Source: an optimization exercise on an open RTL-to-GDS flow (aim: small area). Production flows keep margins and buffers that such runs may drop. The RTL was checked by simulation tests, not by an equivalence proof against the original design. The clock input has no modelled driver; a real chip could not lean on it and would need a root buffer or a full tree. Power figures rest on the tool's default switching activity, not on a simulated workload.

==> 03-23: inputs <==
Design parking_meter, start of the top module:
module parking_meter(
    input add1,  
    input add2,  
    input add3,  
    input add4,  
    input rst1,  
    input rst2,  
    input clk,
    input rst,
    output reg [6:0] led_seg,  
    output reg a1,
    output reg a2,
    output reg a3,
    output reg a4,
    output [3:0] val1,
    output [3:0] val2,
    output [3:0] val3,
    output [3:0] val4
    );
==> module parking_meter, before the edit <==
module parking_meter(
    input add1,  
    input add2,  
    input add3,  
    input add4,  
    input rst1,  
    input rst2,  
    input clk,
    input rst,
    output reg [6:0] led_seg,  
    output reg a1,
    output reg a2,
    output reg a3,
    output reg a4,
    output [3:0] val1,
    output [3:0] val2,
    output [3:0] val3,
    output [3:0] val4
    );
    reg [3:0] d0, d1, d2, d3;    
    reg [1:0] q;
    reg       h;
    reg [3:0] r;
    reg       st_zero;           
    reg       st_low;            
    assign val1 = d0;
    assign val2 = d1;
    assign val3 = d2;
    assign val4 = d3;
    wire z0 = (d0 == 4'd0);
    wire z1 = (d1 == 4'd0);
    wire z2 = (d2 == 4'd0);
    wire z3 = (d3 == 4'd0);
    wire tm_zero = z0 & z1 & z2 & z3;
    wire tm_lt180 = z3 & ~d2[3] & ~d2[2] & ~d2[1] & (~d2[0] | ~d1[3]);
    wire any_add = add1 | add2 | add3 | add4;
    wire ld_add  = ~rst & any_add;
    wire ld_16   = ~rst & ~any_add & rst1;
    wire ld_150  = ~rst & ~any_add & ~rst1 & rst2;
    wire counting = ~rst & ~any_add & ~rst1 & ~rst2;
    wire [2:0] t = d1[3:1];
    reg  [2:0] tn;
    reg        c1;
    always @(*) begin
        if (add1) begin          
            c1 = t[1] | t[2];
            tn = {t[0] & ~t[1], ~t[0] & ~t[1], (t[0] & t[1]) | (~t[0] & ~t[1] & ~t[2])};
        end else if (add2) begin  
            c1 = t[2];
            tn = {t[1] & t[0], t[1] ^ t[0], ~t[0] & ~t[2]};
        end else if (add3) begin  
            c1 = t[0] | t[1] | t[2];
            tn = {~t[0] & ~t[1] & ~t[2], (t[1] & t[0]) | t[2], ~t[0] & (t[1] | t[2])};
        end else begin           
            c1 = 1'b0;
            tn = t;
        end
    end
    wire [1:0] k = add1 ? {1'b0, c1} : (add2 | add3) ? {c1, ~c1} : 2'd3;
    wire [4:0] s2 = d2 + k;
    wire       c2 = (s2 >= 10);
    wire [3:0] n2 = c2 ? s2 - 10 : s2[3:0];
    wire [3:0] n3 = c2 ? d3 + 1 : d3;
    wire       sat = c2 & d3[3] & d3[0];
    wire ld_9   = ld_add & sat;
    wire ld_sum = ld_add & ~sat;
    function [3:0] dec_flip(input [3:0] d, input z);
    begin
        dec_flip[0] = 1'b1;
        dec_flip[1] = ~d[0] & ~z;
        dec_flip[2] = ~d[0] & ~d[1] & ~z;
        dec_flip[3] = ~d[0] & ~d[1] & ~d[2];
    end
    endfunction
    wire r_end = r[3] & r[2];             
    wire wrap = r_end & h & q[1] & q[0];   
    wire e0 = counting & wrap & ~tm_zero;
    wire e1 = e0 & z0;
    wire e2 = e1 & z1;
    wire e3 = e2 & z2;
    always @(posedge clk) begin
        st_zero <= rst | tm_zero;
        st_low <= ~rst & ~tm_zero & tm_lt180;
        d0 <= ({4{ld_9}} & 4'd9) | ({4{ld_16}} & 4'd6)
            | ({4{ld_sum | counting}} & (d0 ^ ({4{e0}} & dec_flip(d0, z0))));
        d1 <= ({4{ld_9}} & 4'd9) | ({4{ld_16}} & 4'd1) | ({4{ld_150}} & 4'd5)
            | ({4{ld_sum}} & {tn, d1[0]})
            | ({4{counting}} & (d1 ^ ({4{e1}} & dec_flip(d1, z1))));
        d2 <= ({4{ld_9}} & 4'd9) | ({4{ld_150}} & 4'd1)
            | ({4{ld_sum}} & n2)
            | ({4{counting}} & (d2 ^ ({4{e2}} & dec_flip(d2, z2))));
        d3 <= ({4{ld_9}} & 4'd9)
            | ({4{ld_sum}} & n3)
            | ({4{counting}} & (d3 ^ ({4{e3}} & dec_flip(d3, z3))));
        if (rst) begin
            {q, h, r} <= 7'd0;
        end else if (counting) begin
            if (r_end) begin
                {q, h} <= {q, h} + 3'd1;
                r <= {3'b000, h & ~wrap};
            end else begin
                r <= r + 4'd1;
            end
        end
        if (st_zero) begin
            a1 <= ~q[1] & ~q[0] & ~h;
            a2 <= ~q[1] & ~q[0] &  h;
            a3 <= ~q[1] &  q[0] & ~h;
            a4 <= ~q[1] &  q[0] &  h;
        end else begin
            a1 <= (~st_low | ~d0[0]) & (q == 2'd0);
            a2 <= (~st_low | ~d0[0]) & (q == 2'd1);
            a3 <= (~st_low | ~d0[0]) & (q == 2'd2);
            a4 <= (~st_low | ~d0[0]) & (q == 2'd3);
        end
    end
    wire [3:0] x = ({4{a1}} & d0) | ({4{a2}} & d1) | ({4{a3}} & d2) | ({4{a4}} & d3);
    always @(*) begin
        led_seg[6] = ~(x[3] | x[1] | (x[2] & x[0]) | (~x[2] & ~x[0]));
        led_seg[5] = ~(~x[2] | (~x[1] & ~x[0]) | (x[1] & x[0]));
        led_seg[4] = ~(x[2] | ~x[1] | x[0]);
        led_seg[3] = ~(x[3] | (~x[2] & ~x[0]) | (~x[2] & x[1]) | (x[1] & ~x[0]) | (x[2] & ~x[1] & x[0]));
        led_seg[2] = ~((~x[2] & ~x[0]) | (x[1] & ~x[0]));
        led_seg[1] = ~(x[3] | (~x[1] & ~x[0]) | (x[2] & ~x[1]) | (x[2] & ~x[0]));
        led_seg[0] = ~(x[3] | (x[2] & ~x[1]) | (~x[2] & x[1]) | (x[1] & ~x[0]));
    end
endmodule
==> flow/config.mk <==
export PLATFORM = sky130hd
export DESIGN_NAME = parking_meter
export DESIGN_NICKNAME = parking_meter
export VERILOG_FILES = /design/flow/design.v
export SDC_FILE = /design/flow/constraint.sdc
export NUM_CORES = 4
export LEC_CHECK = 0
export CAP_MARGIN = 20
export CORE_AREA = 2.3 2.72 59.34 59.84
export DIE_AREA = 0 0 61.64 62.56
export SLEW_MARGIN = 20
==> flow/constraint.sdc <==
create_clock -name core_clock -period 20.0 [get_ports {clk}]
set_input_delay 4.0000 -clock core_clock [delete_from_list [all_inputs] [get_ports {clk}]]
set_output_delay 4.0000 -clock core_clock [all_outputs]
set_load 0.01 [all_outputs]
standard.sh (not shown) runs the stock make flow with config.mk's settings and CLKGATE_MAP_FILE= SYNTH_SCRIPT=/design/flow/synth_recipe.tcl, a recipe that flattens the netlist after the stock synthesis.
==> flow/flow/run.sh <==
#!/bin/bash
# Own layout flow: the standard flow with three changes.
#  1. Synthesis maps the logic for area: ABC gets an area script (see abc_area.script here)
#     instead of ORFS's delay script, and the adder-extraction step is skipped. Everything
#     else in the standard synthesis (synth_recipe.tcl) is kept, so the registers are the same.
#  2. Port buffers are the smallest buffer, sky130_fd_sc_hd__buf_1.
#  3. CTS uses small clock buffers and no dummy loads.
# Each tool's output goes to a log file in the work folder.
set -euo pipefail
W=$(pwd)
F=$W/flow

# synthesis script: the standard flow's, with the abc command given the area script
{
  echo "proc abc {args} {"
  echo "  set i [lsearch -exact \$args -script]"
  echo "  if {\$i >= 0} { set args [lreplace \$args \$i [expr {\$i+1}] -script $F/abc_area.script] }"
  echo "  set j [lsearch -exact \$args -D]"
  echo "  if {\$j >= 0} { set args [lreplace \$args \$j [expr {\$j+1}]] }"
  echo "  yosys abc {*}\$args"
  echo "}"
  cat "$W/synth_recipe.tcl"
} > "$W/area_synth.tcl"
sed "s#SYNTH_SCRIPT=[^ ]*#SYNTH_SCRIPT=$W/area_synth.tcl ADDER_MAP_FILE=#" "$W/standard.sh" > "$W/area_standard.sh"

export BUFFER_PORTS_ARGS="-buffer_cell sky130_fd_sc_hd__buf_1"
export CTS_ARGS="-sink_clustering_enable -repair_clock_nets -dont_use_dummy_load -root_buf sky130_fd_sc_hd__clkbuf_4 -buf_list sky130_fd_sc_hd__clkbuf_4"

bash "$W/area_standard.sh" finish > "$W/flow_make.log" 2>&1
==> flow/flow/abc_area.script <==
strash
&get -n
&deepsyn -I 10 -J 100 -T 1000
&put
dch -f
amap
==> 08-18: changes against 03-23 <==
==> flow/design.v (replaced) <==
module parking_meter(
    input add1,  
    input add2,  
    input add3,  
    input add4,  
    input rst1,  
    input rst2,  
    input clk,
    input rst,
    output reg [6:0] led_seg,  
    output reg a1,
    output reg a2,
    output reg a3,
    output reg a4,
    output [3:0] val1,
    output [3:0] val2,
    output [3:0] val3,
    output [3:0] val4
    );
    reg [3:0] d0, d1, d2, d3;    
    reg [1:0] q;
    reg       h;
    reg [3:0] r;
    reg       st_zero;           
    reg       st_low;            
    assign val1 = d0;
    assign val2 = d1;
    assign val3 = d2;
    assign val4 = d3;
    wire tm_zero = (d0 == 0) && (d1 == 0) && (d2 == 0) && (d3 == 0);
    wire tm_lt180 = (d3 == 0) && ((d2 == 0) || (d2 == 1 && d1 <= 7));
    wire any_add = add1 | add2 | add3 | add4;
    reg [3:0] a_t;
    reg [1:0] b_h;
    always @(*) begin
        if (add1)      begin a_t = 4'd6; b_h = 2'd0; end
        else if (add2) begin a_t = 4'd2; b_h = 2'd1; end
        else if (add3) begin a_t = 4'd8; b_h = 2'd1; end
        else           begin a_t = 4'd0; b_h = 2'd3; end
    end
    wire [4:0] s1 = d1 + a_t;
    wire       c1 = (s1 >= 10);
    wire [3:0] n1 = c1 ? s1 - 10 : s1[3:0];
    wire [4:0] s2 = d2 + b_h + c1;
    wire       c2 = (s2 >= 10);
    wire [3:0] n2 = c2 ? s2 - 10 : s2[3:0];
    wire [4:0] s3 = d3 + c2;
    wire       sat = (s3 >= 10);
    function [3:0] bcd_dec(input [3:0] d);
    begin
        bcd_dec[0] = ~d[0];
        bcd_dec[1] = d[0] ? d[1] : (~d[1] & (d[2] | d[3]));
        bcd_dec[2] = (d[0] | d[1]) ? d[2] : (~d[2] & d[3]);
        bcd_dec[3] = (d[0] | d[1] | d[2]) ? d[3] : ~d[3];
    end
    endfunction
    wire b0 = (d0 == 0);
    wire b1 = b0 && (d1 == 0);
    wire b2 = b1 && (d2 == 0);
    wire [3:0] m0 = bcd_dec(d0);
    wire [3:0] m1 = b0 ? bcd_dec(d1) : d1;
    wire [3:0] m2 = b1 ? bcd_dec(d2) : d2;
    wire [3:0] m3 = b2 ? bcd_dec(d3) : d3;
    wire r_end = r[3] & r[2];            
    wire wrap = r_end & h & q[1] & q[0];  
    always @(posedge clk) begin
        if (rst) begin
            st_zero <= 1;
            st_low <= 0;
        end else begin
            st_zero <= tm_zero;
            st_low <= !tm_zero && tm_lt180;
        end
        if (rst) begin
            {d3, d2, d1, d0} <= 16'h0000;
            {q, h, r} <= 0;
        end else if (any_add) begin
            if (sat) {d3, d2, d1, d0} <= 16'h9999;
            else {d3, d2, d1} <= {s3[3:0], n2, n1};
        end else if (rst1) begin
            {d3, d2, d1, d0} <= 16'h0016;
        end else if (rst2) begin
            {d3, d2, d1, d0} <= 16'h0150;
        end else begin
            if (wrap && !tm_zero) {d3, d2, d1, d0} <= {m3, m2, m1, m0};
            if (r_end) begin
                {q, h} <= {q, h} + 1;
                r <= {3'b000, h & ~wrap};
            end else begin
                r <= r + 1;
            end
        end
        if (st_zero) begin
            a1 <= ~q[1] & ~q[0] & ~h;
            a2 <= ~q[1] & ~q[0] &  h;
            a3 <= ~q[1] &  q[0] & ~h;
            a4 <= ~q[1] &  q[0] &  h;
        end else begin
            a1 <= (~st_low | ~d0[0]) & (q == 0);
            a2 <= (~st_low | ~d0[0]) & (q == 1);
            a3 <= (~st_low | ~d0[0]) & (q == 2);
            a4 <= (~st_low | ~d0[0]) & (q == 3);
        end
    end
    wire [3:0] x = ({4{a1}} & d0) | ({4{a2}} & d1) | ({4{a3}} & d2) | ({4{a4}} & d3);
    always @(*) begin
        led_seg[6] = ~(x[3] | x[1] | (x[2] & x[0]) | (~x[2] & ~x[0]));
        led_seg[5] = ~(~x[2] | (~x[1] & ~x[0]) | (x[1] & x[0]));
        led_seg[4] = ~(x[2] | ~x[1] | x[0]);
        led_seg[3] = ~(x[3] | (~x[2] & ~x[0]) | (~x[2] & x[1]) | (x[1] & ~x[0]) | (x[2] & ~x[1] & x[0]));
        led_seg[2] = ~((~x[2] & ~x[0]) | (x[1] & ~x[0]));
        led_seg[1] = ~(x[3] | (~x[1] & ~x[0]) | (x[2] & ~x[1]) | (x[2] & ~x[0]));
        led_seg[0] = ~(x[3] | (x[2] & ~x[1]) | (~x[2] & x[1]) | (x[1] & ~x[0]));
    end
endmodule
--- a/flow/flow/run.sh
+++ b/flow/flow/run.sh
@@ -26,3 +26,3 @@
 export BUFFER_PORTS_ARGS="-buffer_cell sky130_fd_sc_hd__buf_1"
-export CTS_ARGS="-sink_clustering_enable -repair_clock_nets -dont_use_dummy_load -root_buf sky130_fd_sc_hd__clkbuf_4 -buf_list sky130_fd_sc_hd__clkbuf_4"
+export CTS_ARGS="-sink_clustering_enable -repair_clock_nets -dont_use_dummy_load -sink_clustering_size 40 -sink_clustering_max_diameter 300 -root_buf sky130_fd_sc_hd__clkbuf_8 -buf_list sky130_fd_sc_hd__clkbuf_8"
 
==> flow/flow/abc_area.script (replaced) <==
strash
&get -n
&deepsyn -T 15
&put
dch -f
amap
CORE_AREA = not set   (was 2.3 2.72 59.34 59.84)
CORE_MARGIN = 2   (was not set)
CORE_UTILIZATION = 75   (was not set)
DIE_AREA = not set   (was 0 0 61.64 62.56)
==> 03-27: changes against 03-23 <==
--- a/flow/flow/run.sh
+++ b/flow/flow/run.sh
@@ -1,8 +1,9 @@
 #!/bin/bash
-# Own layout flow: the standard flow with three changes.
-#  1. Synthesis maps the logic for area: ABC gets an area script (see abc_area.script here)
-#     instead of ORFS's delay script, and the adder-extraction step is skipped. Everything
-#     else in the standard synthesis (synth_recipe.tcl) is kept, so the registers are the same.
+# Own layout flow: the standard flow (standard.sh) with these changes.
+#  1. Synthesis maps the logic for area: ABC runs abc_area.script (here) instead of
+#     ORFS's delay script, and the adder-extraction step is skipped. The rest of the
+#     standard synthesis (synth_recipe.tcl) is kept, so the registers are the same.
 #  2. Port buffers are the smallest buffer, sky130_fd_sc_hd__buf_1.
-#  3. CTS uses small clock buffers and no dummy loads.
+#  3. After CTS, clock_post_cts.tcl (here) replaces the clock tree by one
+#     clkbuf_16 that drives every flip-flop.
 # Each tool's output goes to a log file in the work folder.
@@ -27,2 +28,3 @@
 export CTS_ARGS="-sink_clustering_enable -repair_clock_nets -dont_use_dummy_load -root_buf sky130_fd_sc_hd__clkbuf_4 -buf_list sky130_fd_sc_hd__clkbuf_4"
+export POST_CTS_TCL="$F/clock_post_cts.tcl"
 
==> flow/flow/abc_area.script (replaced) <==
strash
&get -n
&deepsyn -I 10 -J 100 -T 1000
&put
dch -f
amap
strash
dch -f
amap
==> flow/flow/clock_post_cts.tcl (new file) <==
# Run by ORFS after CTS (POST_CTS_TCL): replace the clock tree that CTS built by a
# single clkbuf_16. The clock port drives that one buffer, and it drives the clock
# pin of every flip-flop, so every register's clock arrives through the same buffer.
# The buffer is put at the flip-flops' centroid, then placement is legalized again.
set block [ord::get_db_block]
set clk [$block findNet clk]
set master [[ord::get_db] findMaster sky130_fd_sc_hd__clkbuf_16]
# the tree: every buffer the clock port reaches through buffers; the sinks: the rest
set tree {}
set sinks {}
set front [list $clk]
while {[llength $front]} {
  set net [lindex $front 0]
  set front [lrange $front 1 end]
  foreach it [$net getITerms] {
    if {![$it isInputSignal]} continue
    set inst [$it getInst]
    if {[string match "sky130_fd_sc_hd__clkbuf_*" [[$inst getMaster] getName]]} {
      lappend tree $inst
      foreach o [$inst getITerms] {
        if {[$o isOutputSignal] && [$o getNet] ne "NULL"} { lappend front [$o getNet] }
      }
    } else {
      lappend sinks $it
    }
  }
}
set xs 0
set ys 0
foreach it $sinks {
  set b [[$it getInst] getBBox]
  set xs [expr {$xs + ([$b xMin] + [$b xMax]) / 2}]
  set ys [expr {$ys + ([$b yMin] + [$b yMax]) / 2}]
  $it disconnect
}
foreach inst $tree {
  set nets {}
  foreach o [$inst getITerms] {
    if {[$o isOutputSignal] && [$o getNet] ne "NULL"} { lappend nets [$o getNet] }
  }
  odb::dbInst_destroy $inst
  foreach net $nets {
    if {[llength [$net getITerms]] == 0} { odb::dbNet_destroy $net }
  }
}
set net [odb::dbNet_create $block clknet_root]
$net setSigType CLOCK
foreach it $sinks { $it connect $net }
set inst [odb::dbInst_create $block $master clkbuf_root]
[$inst findITerm A] connect $clk
[$inst findITerm X] connect $net
set n [llength $sinks]
$inst setLocation [expr {$xs / $n}] [expr {$ys / $n}]
$inst setPlacementStatus PLACED
puts "clock_post_cts: removed [llength $tree] clock-tree buffers; clkbuf_root drives $n clock pins"
detailed_placement
check_placement -verbose
estimate_parasitics -placement
report_clock_skew
CORE_AREA = 2.3 2.72 57.5 59.84   (was 2.3 2.72 59.34 59.84)
DIE_AREA = 0 0 59.8 62.56   (was 0 0 61.64 62.56)
==> comparison table <==
| item | 03-27 | 03-23 | 08-18 |
|---|---|---|---|
| Result of the run | timing/DRC/antenna clean | timing/DRC/antenna clean | timing/DRC/antenna clean |
| Max Freq | 121 MHz | 121 MHz | 128 MHz |
| Die X | 59.8 microns | 61.6 microns | 52 microns |
| Depth of the critical timing path with buffers and inverters included | 24 | 26 | 15 |
| Portion of total power attributed to the clock network | 20.8% | 24.4% | 28.2% |
| Clk power | 0.0238 mW | 0.0301 mW | 0.0427 mW |
| Vertical die dimension | 62.6 microns | 62.6 microns | 52 microns |
| Count of hold-fix buffers inserted at cts | - | 0 | 0 |
| Total die area | 3740 sq um | 3860 sq um | 2700 sq um |
| Slowest Stage Delay on Critical Path | 0.44 ns | 0.38 ns | 0.64 ns |
| Non-Filler Cell Area, Final | 1750 sq um | 1810 sq um | 1960 sq um |
| Peak ir drop on the vdd network | 0.0430 mV | 0.0304 mV | 0.0690 mV |
| Pleak | 0.615 nW | 0.632 nW | 0.709 nW |
| Number of buffers inserted during clock tree synthesis | - | 5 | 5 |
In 03-27 the design's own scripts or RTL, not TritonCTS, make the clock network.

## afterwards: timing with drivers on the ports
Ports are ideal in the flow. The routed layouts listed here were re-timed in OpenROAD.
Step 1: set_driving_cell puts a clkbuf_16 on clk and a buf_2 on each other input, an assumption about the parent block.
Step 2 adds t to the input delays and takes it off the output delays; t is the mean of the earliest and latest rising clock arrival at the registers after step 1. Input paths then give back, and output paths get back, about the clock's delay inside the block.
Slacks: no drivers / after step 1 / after step 2; pairs: no drivers / after step 1.
| run | shift t [ns] | setup WS [ns] | worst data-port slew with drivers (ns) |
|---|---|---|---|
| 03-23 | 0.340 | 11.755 / 11.759 / 11.419 | 0.03 |
| 08-18 | 0.308 | 12.185 / 12.185 / 11.877 | 0.04 |
| 03-27 | 0.191 | 11.765 / 11.772 / 11.581 | 0.03 |
After both steps setup and hold are still met in every run listed. The setup slack of 03-23, which loses most, moves by +0.004 ns with the drivers and by -0.336 ns with both steps.
